This design comes from an exercise in tuning for small area on the open sky130 flow, not from production work.
In this exercise RTL edits were held to simulation tests only and were not proved equivalent to the original.
The flow treats the clock pin as an ideal source, which a real chip does not have.
No activity file was given, so power comes from the tool's default toggle rates.

## flow/design.v

```verilog
module topLevel (input start, stop, clr, countDown, timeSet, lap, clk, reset,
                 output [3:0] an, output [0:6] seg, output dp, output [2:0] stateOut);
	reg [2:0] st;
	reg [9:0] div;        
	reg [10:0] scan;      
	reg [3:0] mins, ones, tenths;
	reg [2:0] tens;
	reg [3:0] dMins, dOnes, dTenths;    
	reg [2:0] dTens;
	wire sZero = ~st[2] & ~st[1] & ~st[0];
	wire sFlash = st[2] & ~st[1];
	wire sJog = st[2] & st[0];
	wire counting = st[1] ^ st[0];           
	wire slowTick = ~div[9] & (&div[8:0]);
	wire fastTick = ~div[9] & ~div[7] & (&div[6:0]);
	always @(posedge clk)
		if (reset | (div[9] & div[6] & div[5] & div[1])) div <= 10'd0;
		else div <= div + 10'd1;
	always @(posedge clk)
		if (reset) scan <= 11'd0;
		else scan <= scan + 11'd1;
	wire up = st[2] ? ~countDown : st[0];
	wire c = reset | (sZero & slowTick);
	wire step = (sJog & start & fastTick) | (counting & slowTick);
	wire [3:0] pT = ~(tenths ^ {4{up}});
	wire [3:0] pO = ~(ones ^ {4{up}});
	wire [3:0] pM = ~(mins ^ {4{up}});
	wire wT = pT[3] & pT[2];
	wire wO = pO[3] & pO[2];
	wire wM = pM[3] & pM[2];
	wire wS = up ? (tens == 3'd0) : (tens == 3'd3);
	wire sT = step;
	wire sO = sT & wT;
	wire sS = sO & wO;
	wire sM = sS & wS;
	wire [3:0] nTenths = c ? 4'd3 : tenths ^ ({4{sT}} & {(pT[0] & pT[1] & pT[2]) | wT, (pT[0] & pT[1]) | wT, pT[0] | wT, 1'b1});
	wire [3:0] nOnes = c ? 4'd3 : ones ^ ({4{sO}} & {(pO[0] & pO[1] & pO[2]) | wO, (pO[0] & pO[1]) | wO, pO[0] | wO, 1'b1});
	wire [3:0] nMins = c ? 4'd3 : mins ^ ({4{sM}} & {(pM[0] & pM[1] & pM[2]) | wM, (pM[0] & pM[1]) | wM, pM[0] | wM, 1'b1});
	wire [2:0] tensStep = up ? (wS ? 3'd3 : tens + 3'd1) : (wS ? 3'd0 : tens - 3'd1);
	wire [2:0] nTens = c ? 3'd3 : sS ? tensStep : tens;
	always @(posedge clk) begin
		tenths <= nTenths;
		ones <= nOnes;
		tens <= nTens;
		mins <= nMins;
	end
	wire f = wT & wO & wS & wM;
	wire ts = timeSet, sa = start, sp = stop, cd = countDown, cl = clr, lp = lap;
	wire s2 = st[2], s1 = st[1], s0 = st[0];
	reg [2:0] nst;
	always @(*)
		case (st)
			3'd0: nst = {ts, ts | (sa & cd), ts | (sa & ~cd)};
			3'd1: nst = {f | lp, ~f & (lp | sp), ~f & ~lp};
			3'd2: nst = {f, ~f, ~f & sp};
			3'd3: nst = {~cl & ts, ~cl & (ts | ~sa | cd), ~cl & (ts | ~sa | ~cd)};
			3'd4: nst = {~sa & ~sp, sa & cd, sa & ~cd};
			3'd5: nst = {~sa, 1'b1, 1'b1};
			3'd6: nst = {~sa, ~sa | cd, sa & ~cd};
			default: nst = {ts, 1'b1, 1'b1};
		endcase
	wire [2:0] nstR = reset ? 3'd0 : nst;
	always @(posedge clk)
		st <= nstR;
	wire nLap = nstR == 3'd6;
	always @(posedge clk)
		if (!nLap) begin
			dTenths <= nTenths;
			dOnes <= nOnes;
			dTens <= nTens;
			dMins <= nMins;
		end
	wire blank = sFlash & scan[10];
	wire [3:0] sel = {4{~sFlash}} & (4'b0001 << scan[5:4]);
	wire [3:0] h = ({4{sel[3]}} & dMins) | ({4{sel[2]}} & {~(|dTens), dTens}) |
	               ({4{sel[1]}} & dOnes) | ({4{sel[0]}} & dTenths);
	assign an = blank ? 4'b1111 : ~(4'b0001 << scan[5:4]);
	assign dp = ~(scan[4] & ~blank);
	reg [0:6] dec;
	always @(*)
		case (h)
			4'd3: dec = 7'b000_0001;
			4'd4: dec = 7'b100_1111;
			4'd5: dec = 7'b001_0010;
			4'd6: dec = 7'b000_0110;
			4'd7: dec = 7'b100_1100;
			4'd8: dec = 7'b010_0100;
			4'd9: dec = 7'b010_0000;
			4'd10: dec = 7'b000_1111;
			4'd11: dec = 7'b000_0000;
			4'd12: dec = 7'b000_0100;
			default: dec = 7'b000_0001;
		endcase
	assign seg = dec;
	assign stateOut = st;
endmodule
```

## flow/flow/run.sh

```bash
#!/bin/bash
# The standard layout with these changes:
# - synthesis maps the logic with abc (no adder cells): each script flow/abc_*.abc is tried
#   in a synthesis of its own (try_*/, logs in try_*.log), and the layout uses the script
#   whose netlist has the smallest cell area;
# - ports get buf_1 buffers;
# - the clock port drives three clkbuf_8 buffers, each feeding a group of nearby
#   registers (flow/pre_cts.tcl).
set -euo pipefail
W=$(pwd)
COMMON=(ADDER_MAP_FILE= "BUFFER_PORTS_ARGS=-buffer_cell sky130_fd_sc_hd__buf_1"
  PRE_CTS_TCL=$W/flow/pre_cts.tcl ONE_CLKBUF=sky130_fd_sc_hd__clkbuf_8 ONE_CLKBUF_N=3)
for s in $W/flow/abc_*.abc; do
  n=$(basename $s .abc)
  bash standard.sh SYNTH_SCRIPT=$W/flow/synth.tcl "AREA_ABC_SCRIPTS=$s" "${COMMON[@]}" \
    WORK_HOME=$W/try_$n synth > $W/try_$n.log 2>&1 &
  while [ $(jobs -rp | wc -l) -ge ${NUM_CORES:-4} ]; do sleep 1; done
done
wait
best=""
best_area=""
for s in $W/flow/abc_*.abc; do
  n=$(basename $s .abc)
  f=$W/try_$n/reports/sky130hd/topLevel/base/synth_stat.txt
  [ -f $f ] || continue
  a=$(grep -m1 "Chip area" $f | awk '{print $NF}')
  echo "$n: $a" >> $W/synth_choice.log
  if [ -z "$best" ] || awk -v a=$a -v b=$best_area 'BEGIN{exit !(a < b)}'; then
    best=$s
    best_area=$a
  fi
done
echo "kept $best ($best_area)" >> $W/synth_choice.log
bash standard.sh SYNTH_SCRIPT=$W/flow/synth.tcl "AREA_ABC_SCRIPTS=$best" "${COMMON[@]}" \
  finish > $W/standard.log 2>&1
```

## flow/flow/abc_s0e.abc

```
strash
&get -n
&st
&deepsyn -I 10 -J 100 -S 0
&dch -f
&nf -R 1000 -p -E 100
&put
```

## flow/flow/abc_s0p.abc

```
strash
&get -n
&st
&deepsyn -I 10 -J 100 -S 0
&dch -f
&nf -R 1000 -p
&put
```

## flow/flow/abc_s3e.abc

```
strash
&get -n
&st
&deepsyn -I 10 -J 100 -S 3
&dch -f
&nf -R 1000 -p -E 100
&put
```

## flow/flow/abc_s3p.abc

```
strash
&get -n
&st
&deepsyn -I 10 -J 100 -S 3
&dch -f
&nf -R 1000 -p
&put
```

## flow/flow/abc_s5e.abc

```
strash
&get -n
&st
&deepsyn -I 10 -J 100 -S 5
&dch -f
&nf -R 1000 -p -E 100
&put
```

## flow/flow/abc_s5p.abc

```
strash
&get -n
&st
&deepsyn -I 10 -J 100 -S 5
&dch -f
&nf -R 1000 -p
&put
```

## flow/flow/abc_s7e.abc

```
strash
&get -n
&st
&deepsyn -I 10 -J 100 -S 7
&dch -f
&nf -R 1000 -p -E 100
&put
```

## flow/flow/abc_s7p.abc

```
strash
&get -n
&st
&deepsyn -I 10 -J 100 -S 7
&dch -f
&nf -R 1000 -p
&put
```

## flow/flow/pre_cts.tcl

```tcl
# Clock tree: the clock port drives ONE_CLKBUF_N buffers (ONE_CLKBUF), each placed at the
# centroid of a group of registers found by k-means on their locations.
set block [ord::get_db_block]
set clknet [$block findNet clk]
set master [[ord::get_db] findMaster $::env(ONE_CLKBUF)]
set k $::env(ONE_CLKBUF_N)
set sinks {}
set xs {}
set ys {}
foreach it [$clknet getITerms] {
  set b [[$it getInst] getBBox]
  lappend sinks $it
  lappend xs [expr {([$b xMin] + [$b xMax]) / 2.0}]
  lappend ys [expr {([$b yMin] + [$b yMax]) / 2.0}]
}
set n [llength $sinks]
# start the centres on sinks spread through the list sorted by y then x
set order [lsort -integer -indices [lmap x $xs y $ys {expr {int($y) * 100000 + int($x)}}]]
set cx {}
set cy {}
for {set j 0} {$j < $k} {incr j} {
  set i [lindex $order [expr {int(($j + 0.5) * $n / $k)}]]
  lappend cx [lindex $xs $i]
  lappend cy [lindex $ys $i]
}
set cap [expr {int(ceil(double($n) / $k))}]
for {set iter 0} {$iter < 50} {incr iter} {
  # balanced assignment: each sink goes to the nearest centre that still has room,
  # taking sinks in order of how much they prefer their best centre
  set cnt [lrepeat $k 0]
  set asg [lrepeat $n -1]
  set pairs {}
  for {set i 0} {$i < $n} {incr i} {
    for {set j 0} {$j < $k} {incr j} {
      set d [expr {abs([lindex $xs $i] - [lindex $cx $j]) + abs([lindex $ys $i] - [lindex $cy $j])}]
      lappend pairs [list $d $i $j]
    }
  }
  foreach p [lsort -real -index 0 $pairs] {
    lassign $p d i j
    if { [lindex $asg $i] >= 0 || [lindex $cnt $j] >= $cap } { continue }
    lset asg $i $j
    lset cnt $j [expr {[lindex $cnt $j] + 1}]
  }
  set nx [lrepeat $k 0.0]
  set ny [lrepeat $k 0.0]
  for {set i 0} {$i < $n} {incr i} {
    set j [lindex $asg $i]
    lset nx $j [expr {[lindex $nx $j] + [lindex $xs $i]}]
    lset ny $j [expr {[lindex $ny $j] + [lindex $ys $i]}]
  }
  for {set j 0} {$j < $k} {incr j} {
    if { [lindex $cnt $j] > 0 } {
      lset cx $j [expr {[lindex $nx $j] / [lindex $cnt $j]}]
      lset cy $j [expr {[lindex $ny $j] / [lindex $cnt $j]}]
    }
  }
}
for {set j 0} {$j < $k} {incr j} {
  set inst [odb::dbInst_create $block $master clkbuf_leaf_$j]
  set net [odb::dbNet_create $block clknet_leaf_$j]
  $net setSigType CLOCK
  [$inst findITerm A] connect $clknet
  [$inst findITerm X] connect $net
  $inst setLocation [expr {int([lindex $cx $j])}] [expr {int([lindex $cy $j])}]
  $inst setPlacementStatus PLACED
  set nets($j) $net
}
for {set i 0} {$i < $n} {incr i} {
  set it [lindex $sinks $i]
  $it disconnect
  $it connect $nets([lindex $asg $i])
}
puts "clock: $k [$master getName] buffers, sinks per buffer: $cnt"
# The clock port now drives only the buffers above; point CTS at a net with a single
# sink so that it builds nothing.
foreach net [$block getNets] {
  if { [$net getSigType] ne "SIGNAL" || [llength [$net getBTerms]] > 0 } { continue }
  if { [llength [$net getITerms]] == 2 } {
    set ::env(CTS_ARGS) "-clk_nets [$net getName]"
    break
  }
}
puts "CTS_ARGS: $::env(CTS_ARGS)"
```

## flow/flow/synth.tcl

```tcl
# synth_recipe.tcl with one change: abc maps the logic with each script in AREA_ABC_SCRIPTS
# (in flow/) and keeps the smallest result.
proc synth {args} { yosys synth -nofsm -noshare {*}$args }
proc abc {args} {
  set i [lsearch $args -script]
  set lib [lindex $args [expr {[lsearch $args -liberty] + 1}]]
  yosys design -save pre_abc
  set best_area 1e18
  set best ""
  foreach script $::env(AREA_ABC_SCRIPTS) {
    yosys design -load pre_abc
    lset args [expr {$i + 1}] $script
    yosys abc {*}$args
    yosys tee -q -o $::env(OBJECTS_DIR)/abc_area.txt stat -liberty $lib
    set f [open $::env(OBJECTS_DIR)/abc_area.txt]
    set txt [read $f]
    close $f
    regexp {Chip area for module[^:]*:\s*([0-9.]+)} $txt -> area
    puts "abc script $script: area $area"
    if { $area < $best_area } {
      set best_area $area
      set best $script
      yosys design -save best_abc
    }
  }
  yosys design -load best_abc
  puts "abc: kept $best (area $best_area)"
}
source $::env(SCRIPTS_DIR)/synth.tcl
# left out here: clear keep_hierarchy, flatten, clean up, hide names made inside functions, write 1_2_yosys.v
```

## flow/standard.sh

```bash
#!/bin/bash
# synth_recipe.tcl (not shown) runs the flow's synth.tcl, then flattens the netlist and writes it again
# the make line also repeats each setting of config.mk as NAME=value (left out here)
make -C /OpenROAD-flow-scripts/flow DESIGN_CONFIG=/design/flow/config.mk WORK_HOME=/design/flow/orfs CLKGATE_MAP_FILE= SYNTH_SCRIPT=/design/flow/synth_recipe.tcl "${@:-finish}"
```

## flow/config.mk

```make
export PLATFORM = sky130hd
export DESIGN_NAME = topLevel
export DESIGN_NICKNAME = topLevel
export VERILOG_FILES = /design/flow/design.v
export SDC_FILE = /design/flow/constraint.sdc
export NUM_CORES = 4
export LEC_CHECK = 0
export CAP_MARGIN = 20
export CORE_MARGIN = 2
export CORE_UTILIZATION = 60
export SLEW_MARGIN = 20
```

## flow/constraint.sdc

```tcl
create_clock -name core_clock -period 6.0 [get_ports {clk}]
set_input_delay 1.2000 -clock core_clock [delete_from_list [all_inputs] [get_ports {clk}]]
set_output_delay 1.2000 -clock core_clock [all_outputs]
set_load 0.01 [all_outputs]
```

==> impl_metrics.toml, run 1 <==
[status]
status = "finished clean"

[synthesis]
yosys.area.top_type = "dfxtp_1"
synth_area_leaders = "dfxtp_1 33%, edfxtp_1 19%, a21oi_1 6.1%"
synth_cell_types = 39
syn_nets = 264
ys_seq_area_share_pct = 51.8
avgSynthCellArea_um2 = 9.29
ys_warn_count = 1
synth_edf_count = 15
netlist_area_mm2 = 0.00238
syn_inst = 256
synth_most_common_cell = "dfxtp_1"
synth_flop_cell = "dfxtp_1"
synth_top_area_share_pct = 32.8
synthTopCellsByCount = "39 x dfxtp_1, 31 x nor2_1, 29 x a21oi_1, 29 x nand2_1, 17 x nor3_1"
ys_ff_latch = 54
postSynth.asyncResetShare_pct = 0

[pwr]
p_comb_share_pct = 27.2
internal_power_mw = 0.540
sequentialPowerShare_pct = 55.5
switching_share_pct = 31.3
vdd.ir_drop.worst_uv = 145
p_leak_nw = 0.904
power_density_mw_per_mm2 = 309
switching_power_mw = 0.247
p_clk_share_pct = 17.3

[floorplanning]
fp-row-count = 22
io_pins = 23
die_y_um = 66.9
die-area_mm2 = 0.00448
start_util_pct = 63.5
coreArea_mm2 = 0.00374
die_w_um = 66.9

[clock_tree]
postCtsHoldBufs = 0
cts_resized = 0
cts_setup_buffers = 0
insertion_delay_ns = 0.17
clk_pin_slew_ns = 0.11

[setup_path]
path_max_fanout = 10
cp_top_family = "simple AND/OR/NAND/NOR gates"
end_kind = "primary output"
path_cells = "nor2b_1 -> or3b_1 -> o21ai_0 -> nand2_1 -> nor2_1 -> nand2_1 -> o22ai_1 -> o21bai_1 -> nor2_1 -> buf_1"
crit_cells = 10
cpPeakStageDelay_ns = 0.52
crit_arrival_ns = 2.40
slowest_stage = "dfxtp_1"
worstSetupPathType = "reg -> out"
r2r_cells = 12
start_kind = "register"
required_ns = 4.80
path_buf_inv = 1

[hold_path]
hold_path.class = "reg -> reg"
holdPathStages = 1

[route]
dr.pass1.iters = 4
dr.first_iter.drc_count = 65
wl_per_cell_um = 12.8
ant_nets = 0
routed_wl_mm = 4.19
vias = 1843
vias_per_cell = 5.64
drt_drc_violations_left = 0

[layout]
seq_area_mm2 = 0.00123
fin_cells = 327
multi_input_area_mm2 = 0.00112
drive_gt1_share_pct = 1.79
fin_nets = 289
area_growth_pct = 7.11
fill_cells = 321
n_antenna_cell = 0

[sta]
setup_viol = 0
finalCritPeriodShare_pct = 60.0
min_period_ns = 3.60
max_freq_mhz = 278
max-slew-margin-rel_pct = 52.1
hold_violations = 0
hold_slack_ns = 0.485
drv_slew = 0
rsz0062_at_grt = "no"
finClkSkew_ns = 0.0100
worstMarginPinSlew_ns = 0.718
fin_setup_tns_ns = 0

[grt]
grt_pass1_vias = 1601
gr-total-overflow = 0
grt_usage_pct = 20.0
antenna_found_initial = 0
grt_pass1_wl_mm = 7.09
grt_max_degree = 19

[placed_design]
finalWeightedCongestion = 0.973
place_inst = 324
port_buffers = 22
dp_hpwl_mm = 3.16

[run]
drv_cap = 0
-- layout by cell type (no fill, tap or decap), types with 2 or more instances in the layout --
cell,n
nor2b_1,3
o21ai_0,14
buf_1,22
dfxtp_1,39
nand3_1,4
nor2_1,31
nand2b_1,4
nor3_1,17
a31oi_1,2
and3_1,10
clkbuf_8,3
and2_0,6
clkinv_1,2
xor2_1,9
nor3b_1,2
or3_1,3
o21a_1,6
a221o_1,3
edfxtp_1,15
nand2_1,29
a21oi_1,29
xnor2_1,7
-- cells by family after synthesis --
family	after synthesis	synth area share [%]
muxes	3	1.84
AOI/OAI and AO/OA	65	16.6
DFF	54	51.8
buffers and inverters	5	1.26
and+or+nand+nor	113	22.6
xor gates and xnor gates	16	5.89
-- final timing paths --
path / start / to / slack, ns
worst max-delay path: scan[5] / seg[2] / 2.40
worst min-delay path: scan[0] / scan[0] / 0.49
worst max register to register: div[0] / dOnes[3] / 2.89
worst min register to register: scan[0] / scan[0] / 0.49
-- through the flow --
| stage | worst slack [ns] | util [%] | total power [mW] | cell area [um2] |
|---|---|---|---|---|
| 6_report | 2.40 | 68.0 | 0.787 | 2550 |
| 5_1_grt | 2.13 | 68.0 | 0.836 | 2550 |
| 4_1_cts | 2.33 | 68.0 | 0.760 | 2550 |
| 3_5_place_dp | 2.35 | 66.9 | 0.659 | 2500 |
| 3_3_place_gp | 2.44 | 66.9 | 0.657 | 2500 |
| 2_1_floorplan | 2.48 | - | 0.611 | 2380 |
-- flip-flops by register name, indices dropped and copies added (netlist names), 4 cells and up --
signal	cells
scan	11
div	10
dMins	4
dOnes	4
dTenths	4
mins	4
ones	4
tenths	4
-- per-layer routing --
layer	vias up	routed length, um	track usage (%)
li1	968	-	-
met1	839	2170	29.0
met2	33	1870	34.6
met3	3	114	0.845
met4	0	31	1.53
met5	-	0	0
-- power by group through the flow --
| stage | Clock, mW | Sequential (mW) | Combinational [mW] |
|---|---|---|---|
| after detailed placement | 0 | 0.445 | 0.214 |
| after global routing | 0.148 | 0.442 | 0.246 |
| final | 0.136 | 0.436 | 0.214 |
| after global placement | 0 | 0.445 | 0.212 |
| after floorplan | 0 | 0.437 | 0.174 |
| after CTS | 0.100 | 0.445 | 0.214 |
-- final cells by class --
type / instances / share of cell area, %
plain buffers: 3 / 1.62
inverters: 2 / 0.295
multi-input cells: 197 / 43.8
flip-flops and latches: 54 / 48.4
well taps: 48 / 2.36
repair buffers: 23 / 3.54
==> run 2: changes to the inputs <==
==> flow/flow/run.sh (replaced) <==
#!/bin/bash
# The standard layout with these changes:
# - synthesis maps the logic with the area-oriented abc script flow/area.abc and uses no
#   adder cells (flow/synth.tcl is synth_recipe.tcl with abc pointed at that script);
# - ports get buf_1 buffers;
# - placement is not timing-driven; the synthesis buffers are removed before it
#   (flow/pre_place.tcl), as timing-driven placement would;
# - the clock port drives three clkbuf_8 buffers, each feeding a group of nearby
#   registers (flow/pre_cts.tcl).
set -euo pipefail
W=$(pwd)
bash standard.sh SYNTH_SCRIPT=$W/flow/synth.tcl AREA_ABC_SCRIPTS=$W/flow/area.abc ADDER_MAP_FILE= \
  "BUFFER_PORTS_ARGS=-buffer_cell sky130_fd_sc_hd__buf_1" \
  PRE_GLOBAL_PLACE_TCL=$W/flow/pre_place.tcl \
  PRE_CTS_TCL=$W/flow/pre_cts.tcl ONE_CLKBUF=sky130_fd_sc_hd__clkbuf_8 ONE_CLKBUF_N=3 \
  finish > $W/standard.log 2>&1
==> flow/flow/area.abc (new file) <==
strash
&get -n
&st
&deepsyn -I 10 -J 100
&dch -f
&nf -R 1000 -p -E 100
&put
==> flow/flow/pre_place.tcl (new file) <==
# Placement is not timing-driven here, so remove the synthesis buffers as timing-driven
# placement would.
remove_buffers
--- a/flow/config.mk
+++ b/flow/config.mk
@@ -9,3 +9,4 @@
 export CORE_MARGIN = 2
 export CORE_UTILIZATION = 60
+export GPL_TIMING_DRIVEN = 0
 export SLEW_MARGIN = 20
removed: flow/flow/abc_s0e.abc
removed: flow/flow/abc_s0p.abc
removed: flow/flow/abc_s3e.abc
removed: flow/flow/abc_s3p.abc
removed: flow/flow/abc_s5e.abc
removed: flow/flow/abc_s5p.abc
removed: flow/flow/abc_s7e.abc
removed: flow/flow/abc_s7p.abc
==> run 2 against run 1 <==
Net effect: still clean on timing, DRC and antenna; clock skew down 0.0064 ns; first-iteration DRC count is 3.1% higher; sequential power hardly changed; worst hold slack got worse by 0.0022 ns; worst setup slack got worse by 0.49 ns; die area unchanged; utilization shrank 0.20 points; final area fell by 0.29%; clock power shrank 3%; combinational power is essentially flat; register-to-register slack got worse by 0.55 ns.
==> impl_metrics.toml, run 2 <==
[setup_path]
cpPeakStageDelay_ns = 0.75
reg2reg_from = "st[2]"
worstSetupPathType = "in -> reg"
path_max_fanout = 15
start_kind = "primary input"
slowest_stage = "a21oi_1"
crit_path_start = "countDown"
path_cells = "buf_1 -> a21oi_1 -> nand2_1 -> nand2_1 -> o21ai_0 -> nor4_1 -> nand2_1 -> o21ai_0 -> nand2_1 -> a31oi_1 -> nand2b_1"
end_kind = "register"
cpMostUsedCell = "nand2_1"
required_ns = 5.79
crit_arrival_ns = 3.88

[run]
drv_cap = 0

[clock_tree]
cts_setup_buffers = 0
cts_resized = 0
clk_pin_slew_ns = 0.10
insertion_delay_ns = 0.16
postCtsHoldBufs = 0

[layout]
final_common_cell = "dfxtp_1"
area_growth_pct = 6.79
drive_gt1_share_pct = 1.44
largest_reg_flops = 11
fin_cells = 326
reg_top3 = "scan: 11 flops, div: 10 flops"
top_register = "scan"
n_antenna_cell = 0
fill_cells = 320
fin_nets = 288
layout_common_cells = "39 x dfxtp_1, 31 x nor2_1, 29 x nand2_1, 29 x a21oi_1, 22 x buf_1"

[synthesis]
ys_ff_latch = 54
ys_warn_count = 1
avgSynthCellArea_um2 = 9.29
synth_cell_types = 39
synth_flop_cell = "dfxtp_1"
synth_top_area_share_pct = 32.8
synth_area_leaders = "dfxtp_1 33%, edfxtp_1 19%, a21oi_1 6.1%"
synth_edf_count = 15
postSynth.asyncResetShare_pct = 0
yosys.area.top_type = "dfxtp_1"
synthTopCellsByCount = "39 x dfxtp_1, 31 x nor2_1, 29 x a21oi_1, 29 x nand2_1, 17 x nor3_1"
synth_most_common_cell = "dfxtp_1"
ys_seq_area_share_pct = 51.8
netlist_area_mm2 = 0.00238
syn_nets = 264
syn_inst = 256

[grt]
grt_usage_pct = 21.0
grt_pass1_wl_mm = 7.42
gr-total-overflow = 0
antenna_found_initial = 0
grt_max_degree = 19
grt_pass1_vias = 1649

[sta]
rsz0062_at_grt = "no"
hold_violations = 0
finClkSkew_ns = 0.00364
max-slew-margin-rel_pct = 36.2
worstMarginPinSlew_ns = 0.956
post-route-worst-setup-slack_ns = 1.91
max_freq_mhz = 244
setup_viol = 0
fin_setup_tns_ns = 0
drv_slew = 0
finalCritPeriodShare_pct = 68.2
min_period_ns = 4.09

[pwr]
power_density_mw_per_mm2 = 308
vdd.ir_drop.worst_uv = 176
p_leak_nw = 0.899

[placed_design]
port_buffers = 22
pre_cts_ws_ns = 1.67
dp_hpwl_mm = 3.23
place_inst = 323
finalWeightedCongestion = 0.935

[route]
ant_nets = 0
routed_wl_mm = 4.25
vias = 1792
dr.first_iter.drc_count = 67
dr.pass1.iters = 4
vias_per_cell = 5.50
drt_drc_violations_left = 0
wl_per_cell_um = 13.0

[status]
status = "finished clean"

[floorplanning]
die-area_mm2 = 0.00448
die_y_um = 66.9
start_util_pct = 63.5
die_w_um = 66.9
fp-row-count = 22
coreArea_mm2 = 0.00374
io_pins = 23

[hold_path]
hp-start = "scan[0]"
hold_path.class = "reg -> reg"
[run 2: cell counts after synthesis]
No cell type changed its count.
[run 2: final cells by class]
cell class	count	area (um2)	share of cell area, %
multi-input cells	197	1120	44.0
inverters	2	7.51	0.296
flip-flops and latches	54	1230	48.5
well taps	48	60.1	2.37
repair buffers	22	82.6	3.25
plain buffers	3	41.3	1.63
[run 2: cell families (layout without fill, tap and decap cells)]
| family | count (synthesis) | count (layout) | synth area share [%] |
|---|---|---|---|
| compound gates | 65 | 65 | 16.6 |
| mux | 3 | 3 | 1.84 |
| simple gates | 113 | 113 | 22.6 |
| flops | 54 | 54 | 51.8 |
| xor+xnor | 16 | 16 | 5.89 |
| buf+inv | 5 | 27 | 1.26 |
[run 2: critical path: cells and delay by family]
kind / cells / cell delay (ns)
compound gates: 4 / 1.29
buf+inv: 1 / 0.08
simple gates: 6 / 1.29
[run 2: metal layers]
| metal | GRT usage (%) | part of all wire, % |
|---|---|---|
| met1 | 29.7 | 51 |
| met2 | 37.4 | 46 |
| met3 | 1.18 | 2.4 |
| met4 | 1.28 | 0.49 |
| met5 | 0 | 0 |
[run 2: worst paths after layout]
path,to,slack [ns],depth (start not counted)
worst min register to register,scan[0],0.48,1
worst max register to register,dOnes[0],2.34,11
worst max-delay path,dOnes[0],1.91,11
worst min-delay path,scan[0],0.48,1
[run 2: report_power, final]
| part | internal (mW) | switching, mW | total [mW] |
|---|---|---|---|
| Sequential | 0.411 | 0.0254 | 0.437 |
| Clock | 0.0466 | 0.0854 | 0.132 |
| Combinational | 0.0773 | 0.136 | 0.214 |
| Total | 0.535 | 0.247 | 0.782 |
[run 2: through the flow]
step                cell area [um2]  util, %  hold WS [ns]  power [mW]
floorplan                      2380        -         0.434       0.611
global placement               2500     66.7         0.445       0.654
detailed placement             2500     66.7         0.455       0.660
CTS                            2540     67.8         0.455       0.760
global route                   2540     67.8         0.506       0.834
finish                         2540     67.8         0.483       0.782
==> run 3: changes to the inputs <==
--- a/flow/flow/run.sh
+++ b/flow/flow/run.sh
@@ -6,5 +6,5 @@
 # - placement is not timing-driven; the synthesis buffers are removed before it
 #   (flow/pre_place.tcl), as timing-driven placement would;
-# - the clock port drives three clkbuf_8 buffers, each feeding a group of nearby
+# - the clock port drives three buf_6 buffers, each feeding a group of nearby
 #   registers (flow/pre_cts.tcl).
 set -euo pipefail
@@ -13,4 +13,4 @@
   "BUFFER_PORTS_ARGS=-buffer_cell sky130_fd_sc_hd__buf_1" \
   PRE_GLOBAL_PLACE_TCL=$W/flow/pre_place.tcl \
-  PRE_CTS_TCL=$W/flow/pre_cts.tcl ONE_CLKBUF=sky130_fd_sc_hd__clkbuf_8 ONE_CLKBUF_N=3 \
+  PRE_CTS_TCL=$W/flow/pre_cts.tcl ONE_CLKBUF=sky130_fd_sc_hd__buf_6 ONE_CLKBUF_N=3 \
   finish > $W/standard.log 2>&1
==> run 3 against run 2 <==
Net effect: area after synthesis unchanged; still clean on timing, DRC and antenna; worst setup slack worse by 0.020 ns; critical endpoint unchanged; total power down 0.80%; clock skew up 0.00052 ns; utilization down 0.20 points; global-route usage unchanged.
==> impl_metrics.toml, run 3 <==
[clock_tree]
cts_setup_buffers = 0
clk_pin_slew_ns = 0.11
cts_resized = 0
postCtsHoldBufs = 0
insertion_delay_ns = 0.14

[synthesis]
synth_cell_types = 39
synth_top_area_share_pct = 32.8
ys_ff_latch = 54
ys_seq_area_share_pct = 51.8
synth_most_common_cell = "dfxtp_1"
synth_flop_cell = "dfxtp_1"
avgSynthCellArea_um2 = 9.29
postSynth.asyncResetShare_pct = 0
synth_edf_count = 15
syn_nets = 264
yosys.area.top_type = "dfxtp_1"
ys_warn_count = 1
synthTopCellsByCount = "39 x dfxtp_1, 31 x nor2_1, 29 x a21oi_1, 29 x nand2_1, 17 x nor3_1"
synth_area_leaders = "dfxtp_1 33%, edfxtp_1 19%, a21oi_1 6.1%"
syn_inst = 256
netlist_area_mm2 = 0.00238

[route]
routed_wl_mm = 4.25
dr.pass1.iters = 4
drt_drc_violations_left = 0
vias = 1791
wl_per_cell_um = 13.0
vias_per_cell = 5.49
ant_nets = 0
dr.first_iter.drc_count = 65

[sta]
finalCritPeriodShare_pct = 68.6
fin_setup_tns_ns = 0
hold_violations = 0
max-slew-margin-rel_pct = 36.2
setup_viol = 0
finClkSkew_ns = 0.00416
worstMarginPinSlew_ns = 0.956
drv_slew = 0
rsz0062_at_grt = "no"
max_freq_mhz = 243
min_period_ns = 4.11

[pwr]
p_comb_share_pct = 27.5
power_density_mw_per_mm2 = 307
switching_power_mw = 0.247
sequentialPowerShare_pct = 56.2
switching_share_pct = 31.8
p_leak_nw = 0.895
internal_power_mw = 0.529
p_clk_share_pct = 16.2
vdd.ir_drop.worst_uv = 180

[floorplanning]
die_w_um = 66.9
die_y_um = 66.9
die-area_mm2 = 0.00448
io_pins = 23
fp-row-count = 22
start_util_pct = 63.5
coreArea_mm2 = 0.00374

[layout]
n_antenna_cell = 0
reg_top3 = "scan: 11 flops, div: 10 flops"
layout_common_cells = "39 x dfxtp_1, 31 x nor2_1, 29 x nand2_1, 29 x a21oi_1, 22 x buf_1"
final_common_cell = "dfxtp_1"
area_growth_pct = 6.47
fin_nets = 288
drive_gt1_share_pct = 1.44
largest_reg_flops = 11
top_register = "scan"
final_area_mm2 = 0.00253
fill_cells = 321

[status]
status = "finished clean"

[grt]
grt_usage_pct = 21.0
antenna_found_initial = 0
grt_pass1_wl_mm = 7.42
gr-total-overflow = 0
grt_max_degree = 19
grt_pass1_vias = 1649

[placed_design]
place_area_mm2 = 0.00250
finalWeightedCongestion = 0.935
dp_hpwl_mm = 3.23
port_buffers = 22

[setup_path]
crit_arrival_ns = 3.88
required_ns = 5.77
worstSetupPathType = "in -> reg"
start_kind = "primary input"
end_kind = "register"
path_max_fanout = 15

[hold_path]
hold_path.class = "reg -> reg"

[run]
drv_cap = 0
-- run 3: cell counts after synthesis --
Identical to the previous run, type by type.
-- run 3: worst paths after layout --
path | start | endpoint | slack [ns] | cells past startpoint
max reg2reg | st[2] | dOnes[0] | 2.34 | 11
max | countDown | dOnes[0] | 1.89 | 11
min | scan[0] | scan[0] | 0.49 | 1
min reg2reg | scan[0] | scan[0] | 0.49 | 1
-- run 3: critical path, stage by stage --
cell and delay (ns):
buf_1 0.08, a21oi_1 0.75, nand2_1 0.17, nand2_1 0.10, o21ai_0 0.20, nor4_1 0.38
nand2_1 0.16, o21ai_0 0.14, nand2_1 0.08, a31oi_1 0.20, nand2b_1 0.40
-- run 3: layout make-up --
cell class                      instances  area [um2]  area share, %
Timing Repair Buffer                   22        82.6           3.26
Inverter                                2        7.51          0.297
Tap cell                               48        60.1           2.37
Sequential cell                        54        1230           48.6
Buffer                                  3        33.8           1.33
Multi-Input combinational cell        197        1120           44.1
-- run 3: logic make-up (layout without fill, tap and decap cells) --
group / Yosys count / in the layout / share of synthesized area, %
and+or+nand+nor: 113 / 113 / 22.6
AOI/OAI and AO/OA: 65 / 65 / 16.6
DFF: 54 / 54 / 51.8
xor gates and xnor gates: 16 / 16 / 5.89
buffers and inverters: 5 / 27 / 1.26
muxes: 3 / 3 / 1.84
-- run 3: metrics by stage --
step / util [%] / setup slack [ns] / total power, mW / hold WS (ns) / std cells
after floorplan: - / 2.48 / 0.611 / 0.434 / 256
after global placement: 66.7 / 1.72 / 0.654 / 0.445 / 323
after detailed placement: 66.7 / 1.67 / 0.660 / 0.455 / 323
after CTS: 67.6 / 1.67 / 0.755 / 0.455 / 326
after global routing: 67.6 / 1.49 / 0.827 / 0.509 / 326
final: 67.6 / 1.89 / 0.776 / 0.485 / 326
-- run 3: power by group through the flow --
stage | registers, mW | clock network [mW] | logic (mW)
finish | 0.437 | 0.126 | 0.214
global route | 0.442 | 0.141 | 0.245
CTS | 0.445 | 0.0943 | 0.215
detailed placement | 0.445 | 0 | 0.215
global placement | 0.444 | 0 | 0.210
floorplan | 0.437 | 0 | 0.174
-- run 3: metal layers --
| layer | vias up | part of all wire [%] | track usage [%] | wire (um) |
|---|---|---|---|---|
| li1 | 971 | - | - | - |
| met1 | 800 | 51 | 29.7 | 2190 |
| met2 | 18 | 46 | 37.4 | 1940 |
| met3 | 2 | 2.4 | 1.18 | 102 |
| met4 | 0 | 0.49 | 1.28 | 21 |
| met5 | - | 0 | 0 | 0 |

[afterwards: timing with drivers on the ports]
No port has a modelled driver above. Below, the same layouts with a new extraction and two added sets of constraints.
Step 1 (the two cells are an assumption about what drives the block):
set clk [get_ports {clk}]
set_driving_cell -lib_cell sky130_fd_sc_hd__clkbuf_16 $clk
set_driving_cell -lib_cell sky130_fd_sc_hd__buf_2 [delete_from_list [all_inputs] $clk]
Step 2 times the ports against the registers' clock, not the clock port: input delays grow and output delays shrink by t, the midpoint of the rising clock arrivals with the driver on.
a / b / c = ideal / step 1 / step 2; a / b = the first two.
run | t, ns | slack for setup (ns) | clock arrival spread, ns | worst register clock-pin slew, ns | cell pins on the clock port's net
run 1 | 0.203 | 2.401 / 2.359 / 2.308 | 0.010 / 0.010 | 0.11 / 0.11 | 3
run 2 | 0.200 | 1.907 / 1.926 / 1.726 | 0.004 / 0.004 | 0.10 / 0.10 | 3
run 3 | 0.180 | 1.887 / 1.909 / 1.729 | 0.005 / 0.004 | 0.11 / 0.11 | 3
After both steps setup and hold are still met in every run listed. The setup slack of run 2, which loses most, moves by +0.019 ns with the drivers and by -0.181 ns with both steps.
